Context: an optimization exercise on an open-source flow, tuned for small area, a short achievable clock period and few clock cycles. The choices shown serve that exercise and are no tape-out recipe.
At most, simulation tests tie the RTL to the original design; equivalence was not proved.
Function not checked in runs 2 and 3: the RTL went through the layout flow alone.

==> flow/design.v, too long to show whole: its modules and the start of the top module <==
// module US_CSC: 1423 lines
module US_CSC (
   input  logic            Clock,
   input  logic            Resetn,
   output logic            SRAM_we_n,
   output logic   [17:0]   SRAM_address,
   input  logic   [15:0]   SRAM_read_data,
   output logic   [15:0]   SRAM_write_data,
   input  logic            US_CSC_enable,
   output logic            US_CSC_complete
);
  // ...
==> flow/flow/run.sh <==
#!/bin/bash
# Standard ORFS layout at the design's clock period and constraints; repair_timing
# is asked to keep 9 ns of setup slack, so it works on every path over 4.5 ns.
bash standard.sh SETUP_SLACK_MARGIN=9 finish > standard_run.log 2>&1
==> flow/standard.sh <==
#!/bin/bash
# synth_recipe.tcl (not shown) runs the flow's synth.tcl, then flattens the netlist and writes it again
# the make line also repeats each setting of config.mk as NAME=value (left out here)
make -C /OpenROAD-flow-scripts/flow DESIGN_CONFIG=/design/flow/config.mk WORK_HOME=/design/flow/orfs CLKGATE_MAP_FILE= SYNTH_SCRIPT=/design/flow/synth_recipe.tcl "${@:-finish}"
==> flow/config.mk <==
export PLATFORM = sky130hd
export DESIGN_NAME = US_CSC
export DESIGN_NICKNAME = US_CSC
export VERILOG_FILES = /design/flow/design.v
export SDC_FILE = /design/flow/constraint.sdc
export NUM_CORES = 4
export LEC_CHECK = 0
export CAP_MARGIN = 20
export CORE_MARGIN = 2
export CORE_UTILIZATION = 40
export SLEW_MARGIN = 20
==> flow/constraint.sdc <==
create_clock -name core_clock -period 13.5 [get_ports {Clock}]
set_input_delay 2.7000 -clock core_clock [delete_from_list [all_inputs] [get_ports {Clock}]]
set_output_delay 2.7000 -clock core_clock [all_outputs]
set_load 0.01 [all_outputs]
==> impl_metrics.csv, run 1 <==
group,metric,value,unit
timing,fin_crit,4.93,ns
logic_synthesis,syn_avg_cell_area,10.7,um2
cells_and_area,drive_gt1_frac,0.175,
run_status,outcome,"complete, no violations",
cells_and_area,buf_share,0.0546,
critical_path,cp.depth,16,
routing,viasPerCell,5.05,
logic_synthesis,synth_top_family_by_area,"adder cells",
critical_path,endpoint,"SRAM_write_data[6]",
cells_and_area,multi_input_area,12500,um2
logic_synthesis,synth_nets,2400,
critical_path,arrival,5.38,ns
clock_network,numCtsBuffers,28,
cells_and_area,biggestCellCategory,"multi-input combinational cells",
logic_synthesis,yosys_warnings,2,
critical_path,start_kind,"register",
global_route,antenna_found_initial,0,
timing,skew,0.0156,ns
cells_and_area,layout_commonest_cell,"inv_1",
critical_path,critPathCaptureType,"register",
timing,whs,0.417,ns
worst_hold_path,whs_endpoint,"sr[11][2]",
Testbench counts, summed over its fixed seeds: cycles 1,536,168.
==> run 2: changes to the inputs <==
--- a/flow/design.v
+++ b/flow/design.v
@@ -1362,27 +1362,29 @@
    sA <= {1'b0, ta} + {1'b0, tf};
    sB <= {1'b0, tb} + {1'b0, te};
    sC <= {1'b0, tc} + {1'b0, td};
    ufr <= fout;
    if (ph == 4'd2 || ph == 4'd5) yp <= SRAM_read_data[15:8];
    else                          yp <= ys;
    if (ph == 4'd3 || ph == 4'd6) begin up <= ufr;   vp <= fout;  end
    else                          begin up <= sr[3]; vp <= sr[4]; end
-   if (ph == 4'd2 || ph == 4'd5) ys <= SRAM_read_data[7:0];
+   ys <= SRAM_read_data[7:0];    
    if (ph == 4'd1 || ph == 4'd2 || ph == 4'd4 || ph == 4'd5) begin
       for (i = 0; i < 12; i = i + 1) sr[i] <= sr[i+1];
    end
    if (ph == 4'd3 || ph == 4'd4) begin
       sr[10] <= SRAM_read_data[15:8];
       sr[12] <= SRAM_read_data[7:0];
    end
+   bufb <= bb;
+   bufg <= gg;
    case (ph)
-      4'd3, 4'd6: begin SRAM_write_data <= {rr, gg}; bufb <= bb; end
-      4'd4, 4'd7: begin SRAM_write_data <= {bufb, rr}; bufg <= gg; bufb <= bb; end
+      4'd3, 4'd6: SRAM_write_data <= {rr, gg};
+      4'd4, 4'd7: SRAM_write_data <= {bufb, rr};
       default:    SRAM_write_data <= {bufg, bufb};
    endcase
 end
 always_ff @(posedge Clock or negedge Resetn) begin
    if (!Resetn) begin
       run <= 1'b0;
       ph <= 4'd0;
       fr <= 16'hfffe;
==> impl_metrics.csv, run 2 <==
group,metric,value,unit
run_status,outcome,"complete, no violations",
cells_and_area,largestRegisters,"sr (104), SRAM_address (18), waddr (18)",
critical_path,arrival,5.37,ns
global_route,grt_max_degree,87,
logic_synthesis,synth_cell_type_count,84,
routing,wirelength,53800,um
routing,viasPerCell,5.08,
logic_synthesis,synth.area.top_cells,"fa_1 21%, edfxtp_1 15%, ha_1 13%, dfxtp_1 9.9%, inv_1 7.2%",
cells_and_area,utilization,0.484,
logic_synthesis,synth_area,21000,um2
clock_network,cts_root_buf,"clkbuf_16",
cells_and_area,n_antenna_cell,0,
cells_and_area,fillers,4719,
global_route,grt_usage,0.201,
timing,skew,0.0179,ns
logic_synthesis,yosysMostFrequentCell,"inv_1",
timing,rsz0062_at_grt,"yes",
cells_and_area,synthToLayoutAreaGrowth,19.1,%
place,port_buffers,54,
clock_network,cts.sinks,274,
routing,vias,14500,
clock_network,clk_pin_slew_worst_paths,0.07,ns
logic_synthesis,yosys_warnings,2,
critical_path,critPathRequiredTime,13.97,ns
logic_synthesis,ys_async_sr_fraction,0.241,
critical_path,worst-setup-path-type,"reg -> reg",
cells_and_area,final_cell_mix,"366 x inv_1, 209 x fa_1, 193 x ha_1",
routing,drt_iter0_drc,861,
logic_synthesis,synth-main-ff-cell,"edfxtp_1",
critical_path,crit_family,"adder cells",
timing,fin_tns_setup,0,ns
critical_path,slowest_stage,"fa_2",
critical_path,path_cells,"ha_4 > inv_2 > fa_1 > inv_1 > fa_2 > inv_2 > fa_2 > inv_2 > fa_2 > ha_4 > a21o_1 > a21o_1 > a21oi_2 > nor2_2 > or3_4 > xor2_2 > maj3_2 > a221o_1",
cells_and_area,drive_gt1_frac,0.203,
clock_network,cts_tree,"built",
logic_synthesis,syn_avg_cell_area,10.5,um2
routing,drtPass1Iterations,7,
critical_path,start_kind,"register",
logic_synthesis,synth_nets,2451,
worst_hold_path,hold_class,"reg -> reg",
clock_network,cts_buffer_depth,3,
floorplan,start_util,0.407,
timing,slew_headroom,0.298,
routing,drc_errors,0,
timing,fin_crit,4.90,ns
timing,fin_crit_sh,0.363,
floorplan,die-area,54300,um2
clock_network,numCtsBuffers,29,
logic_synthesis,synth_largest_area_cell,"fa_1",
timing,slew_viol_final,0,
floorplan,die_w,233,um
critical_path,critPathCaptureType,"register",
routing,detail-route-antenna-nets,0,
clock_network,cts_hold_buf,0,
logic_synthesis,ys_seq_elements,274,
timing,tightest_slew,1.05,ns
critical_path,cp_max_fo,7,
floorplan,core,51600,um2
cells_and_area,fin_nets,2610,
global_route,grt_pass1_wl,84100,um
cells_and_area,largest_register,"sr",
cells_and_area,largest_register_ffs,104,
floorplan,io_pins,55,
global_route,grt_overflow,0,
floorplan,rows,83,
logic_synthesis,synth_enable_flop_cells,104,
logic_synthesis,synth_seq_area_share,0.328,
timing,setup_violations,0,
routing,routedWlPerCell,18.8,um
logic_synthesis,netlist_instances,1999,
clock_network,cts_max_level,1,
logic_synthesis,ys_top_cells_by_count,"403 x inv_1, 223 x fa_1, 210 x ha_1, 163 x nand2_1",
place,gp_congestion,0.906,
place,dpl.hpwl,40000,um
timing,finalHoldViolCount,0,
global_route,antenna_found_initial,0,
cells_and_area,layout_commonest_cell,"inv_1",
timing,clock.fmax,0.204,GHz
critical_path,crit_buf_inv,4,
flow_run,cap_violations,0,
clock_network,clk_latency,0.59,ns
logic_synthesis,synth_top_area_share,0.213,
critical_path,crit_path_max_incr_delay,0.52,ns
floorplan,die_h,233,um
global_route,grt_pass1_vias,15000,
[run 2: final timing paths]
path,end,cells after the start,slack [ns],start
worst max-delay path,SRAM_write_data[5],18,8.60,yp[7]
worst min-delay path,sr[4][4],0,0.42,sr[5][4]
worst max register to register,SRAM_write_data[5],18,8.60,yp[7]
worst min register to register,sr[4][4],0,0.42,sr[5][4]
max in group asynchronous,col[5],2,10.64,Resetn
min in group asynchronous,waddr[14],2,2.31,Resetn
[run 2: kinds of logic after synthesis]
logic type      synth area share
compound gates             0.103
fa+ha+maj                  0.344
simple gates              0.0804
buf+inv                   0.0824
xor+xnor                  0.0392
flops                      0.328
mux                       0.0219
[run 2: stage by stage]
stage	setup slack (ns)	hold slack (ns)	instances	area, um2
after floorplan	8.78	0.391	1999	21200
after global placement	8.40	0.401	2693	22400
after detailed placement	8.35	0.405	2693	22400
after CTS	8.63	0.408	2832	24400
after global routing	8.50	0.416	2861	25000
final	8.60	0.417	2861	25000
[run 2: worst reg2reg max path: stages (launching register included)]
cell     delay, ns
dfxtp_4       0.40
ha_4          0.29
inv_2         0.04
fa_1          0.47
inv_1         0.05
fa_2          0.52
inv_2         0.04
fa_2          0.52
inv_2         0.04
fa_2          0.46
ha_4          0.18
a21o_1        0.15
a21o_1        0.19
a21oi_2       0.19
nor2_2        0.08
or3_4         0.40
xor2_2        0.15
maj3_2        0.32
a221o_1       0.31
[run 2: layout make-up]
| type | instances | area [um2] | share of cell area |
|---|---|---|---|
| tap | 680 | 851 | 0.0340 |
| timing repair buffer | 177 | 1540 | 0.0615 |
| clock buffer | 36 | 792 | 0.0317 |
| sequential | 274 | 6990 | 0.280 |
| multi-input combinational | 1273 | 13100 | 0.524 |
| clock inverter | 18 | 155 | 0.00621 |
| inverter | 403 | 1570 | 0.0626 |
[run 2: timing repair]
item / in CTS / in global routing
buffers inserted: 85 / 29
endpoints found under the hold margin: 0 / 0
setup endpoints to repair: 48 / 48
pin swaps: 58 / 83
gates resized for setup: 107 / 86
[run 2: routing by layer]
metal / up-vias / track usage / share of wire
met3: 81 / 0.0288 / 0.048
met5: - / 0 / 0
met4: 0 / 0.0498 / 0.025
li1: 6898 / - / -
met2: 322 / 0.331 / 0.47
met1: 7247 / 0.278 / 0.45
==> run 3: changes to the inputs <==
==> flow/flow/run.sh (replaced) <==
#!/bin/bash
# Standard ORFS layout at the design's clock period and constraints; repair_timing
# is asked to keep 9 ns of setup slack, so it works on every path over 4.5 ns.
bash standard.sh SETUP_SLACK_MARGIN=9 CORE_UTILIZATION=60 finish > standard_run.log 2>&1
==> impl_metrics.csv, run 3 <==
group,metric,value,unit
logic_synthesis,synth_cell_type_count,84,
logic_synthesis,syn_avg_cell_area,10.5,um2
logic_synthesis,synth.area.top_cells,"fa_1 21%, edfxtp_1 15%, ha_1 13%, dfxtp_1 9.9%, inv_1 7.2%",
clock_network,cts_hold_buf,0,
routing,wirelength,52300,um
global_route,antenna_found_initial,1,
critical_path,arrival,5.29,ns
floorplan,die_h,191,um
clock_network,cts_tree,"built",
routing,routedWlPerCell,19.9,um
worst_hold_path,holdPathStages,2,
global_route,grt_max_degree,72,
timing,clock.fmax,0.206,GHz
timing,tightest_slew,1.08,ns
timing,finalHoldViolCount,0,
logic_synthesis,synth-main-ff-cell,"edfxtp_1",
critical_path,r2r_cells,14,
critical_path,critPathCaptureType,"register",
timing,fin_crit_sh,0.360,
logic_synthesis,synth_largest_area_cell,"fa_1",
timing,slew_viol_final,0,
timing,whs,0.406,ns
floorplan,rows,68,
critical_path,path_cells,"buf_4 > buf_12 > fa_1 > fa_1 > fa_1 > fa_2 > ha_4 > a21o_1 > a21o_1 > a21o_1 > a211o_1 > o21a_4 > maj3_2 > a221o_1",
logic_synthesis,synth_enable_flop_cells,104,
place,dpl.hpwl,39400,um
cells_and_area,largestRegisters,"sr (104), SRAM_address (18), waddr (18)",
timing,skew,0.0135,ns
worst_hold_path,hold_class,"reg -> reg",
critical_path,critPathRequiredTime,13.93,ns
floorplan,core,34500,um2
logic_synthesis,synth_nets,2451,
critical_path,crit_family,"adder cells",
global_route,grt_pass1_wl,81900,um
critical_path,slowest_stage,"fa_2",
floorplan,start_util,0.609,
cells_and_area,drive_gt1_frac,0.198,
clock_network,cts_buffer_depth,3,
logic_synthesis,ys_async_sr_fraction,0.241,
critical_path,cp_max_fo,6,
critical_path,cp.depth,14,
routing,drc_errors,0,
routing,viasPerCell,5.58,
clock_network,cts_max_level,1,
floorplan,die-area,36500,um2
cells_and_area,layout_commonest_cell,"inv_1",
clock_network,clk_latency,0.56,ns
place,gp_congestion,0.956,
logic_synthesis,ys_top_cells_by_count,"403 x inv_1, 223 x fa_1, 210 x ha_1, 163 x nand2_1",
global_route,grt_pass1_vias,15100,
routing,vias,14700,
timing,fin_crit,4.86,ns
critical_path,start_kind,"register",
timing,slew_headroom,0.278,
global_route,grt_usage,0.293,
floorplan,io_pins,55,
routing,drtPass1Iterations,5,
logic_synthesis,yosysMostFrequentCell,"inv_1",
critical_path,crit_path_max_incr_delay,0.59,ns
critical_path,reg2reg_slack,8.64,ns
timing,setup_violations,0,
cells_and_area,synthToLayoutAreaGrowth,17.5,%
critical_path,worst-setup-path-type,"reg -> reg",
cells_and_area,largest_register,"sr",
critical_path,crit_buf_inv,2,
cells_and_area,utilization,0.716,
place,port_buffers,54,
run_status,outcome,"complete, no violations",
clock_network,clk_pin_slew_worst_paths,0.06,ns
timing,fin_tns_setup,0,ns
routing,drt_iter0_drc,909,
clock_network,numCtsBuffers,29,
floorplan,die_w,191,um
cells_and_area,final_cell_mix,"366 x inv_1, 214 x fa_1, 191 x ha_1",
logic_synthesis,synth_area,21000,um2
global_route,grt_overflow,0,
clock_network,cts.sinks,274,
timing,fin_ws,8.64,ns
logic_synthesis,synth_top_area_share,0.213,
logic_synthesis,netlist_instances,1999,
routing,detail-route-antenna-nets,0,
logic_synthesis,synth_seq_area_share,0.328,
cells_and_area,largest_register_ffs,104,
logic_synthesis,ys_seq_elements,274,
logic_synthesis,yosys_warnings,2,
timing,rsz0062_at_grt,"yes",
cells_and_area,fin_nets,2600,
clock_network,cts_root_buf,"clkbuf_16",
place,post-place-ws,8.36,ns
flow_run,cap_violations,0,
==> run 3: timing repair <==
item / 4_1_cts / 5_1_grt
setup endpoints to repair: 48 / 48
resized for setup: 104 / 95
pin swaps: 54 / 90
setup buffers: 66 / 37
==> run 3: worst min-delay path: stages (launching register included) <==
cell and delay, ns:
dfxtp_1 0.29, nand2_1 0.05, nand2_1 0.04
==> run 3: cells by family after synthesis <==
family	share of synthesized area
buf+inv	0.0824
fa+ha+maj	0.344
simple gates	0.0804
compound gates	0.103
flops	0.328
xor+xnor	0.0392
mux	0.0219
==> run 3: routing by layer <==
metal / share of wire / GRT usage / up-vias
met4: 0.029 / 0.0784 / 2
met1: 0.45 / 0.418 / 7324
met2: 0.46 / 0.458 / 374
met5: 0.00031 / 0 / -
met3: 0.059 / 0.0598 / 83
li1: - / - / 6873
==> run 3: final timing paths <==
path	end	from
worst max-delay path	SRAM_write_data[2]	yp[1]
worst min-delay path	up[5]	ufr[5]
worst max register to register	SRAM_write_data[2]	yp[1]
worst min register to register	up[5]	ufr[5]
max in group asynchronous	waddr[2]	Resetn
min in group asynchronous	SRAM_address[17]	Resetn
==> run 3: through the flow <==
step           cell area, um2  cells
2_1_floorplan           21200   1999
3_3_place_gp            22100   2469
3_5_place_dp            22200   2469
4_1_cts                 24000   2588
5_1_grt                 24700   2625
6_report                24700   2626
==> run 3: area by class of cell <==
class,count,area [um2]
multi-input cells,1273,13100
flip-flops and latches,274,6990
fillers,2507,9800
clock inverters,9,45.0
clock buffers,44,885
well taps,455,569
repair buffers,167,1470
inverters,403,1560
diodes,1,2.50

==> what the ideal ports hide <==
The results above use ideal ports. As a check the final layouts listed here were re-extracted and re-timed, cells and wires unchanged.
Step 1, drivers: a clkbuf_16 drives Clock and a buf_2 each remaining input, both assumed.
Step 2 times the ports against the registers' clock, not the clock port: input delays grow and output delays shrink by t, the midpoint of the rising clock arrivals with the driver on.
Three values: ideal, step 1, step 2; two values: the first two.
| run | t, ns | slack for setup (ns) | worst setup path after step 2 |
|---|---|---|---|
| run 1 | 0.630 | 8.574 / 8.574 / 8.574 | register to register |
| run 2 | 0.631 | 8.603 / 8.603 / 8.603 | register to register |
| run 3 | 0.601 | 8.642 / 8.642 / 8.642 | register to register |
After both steps every run listed still meets setup and hold.
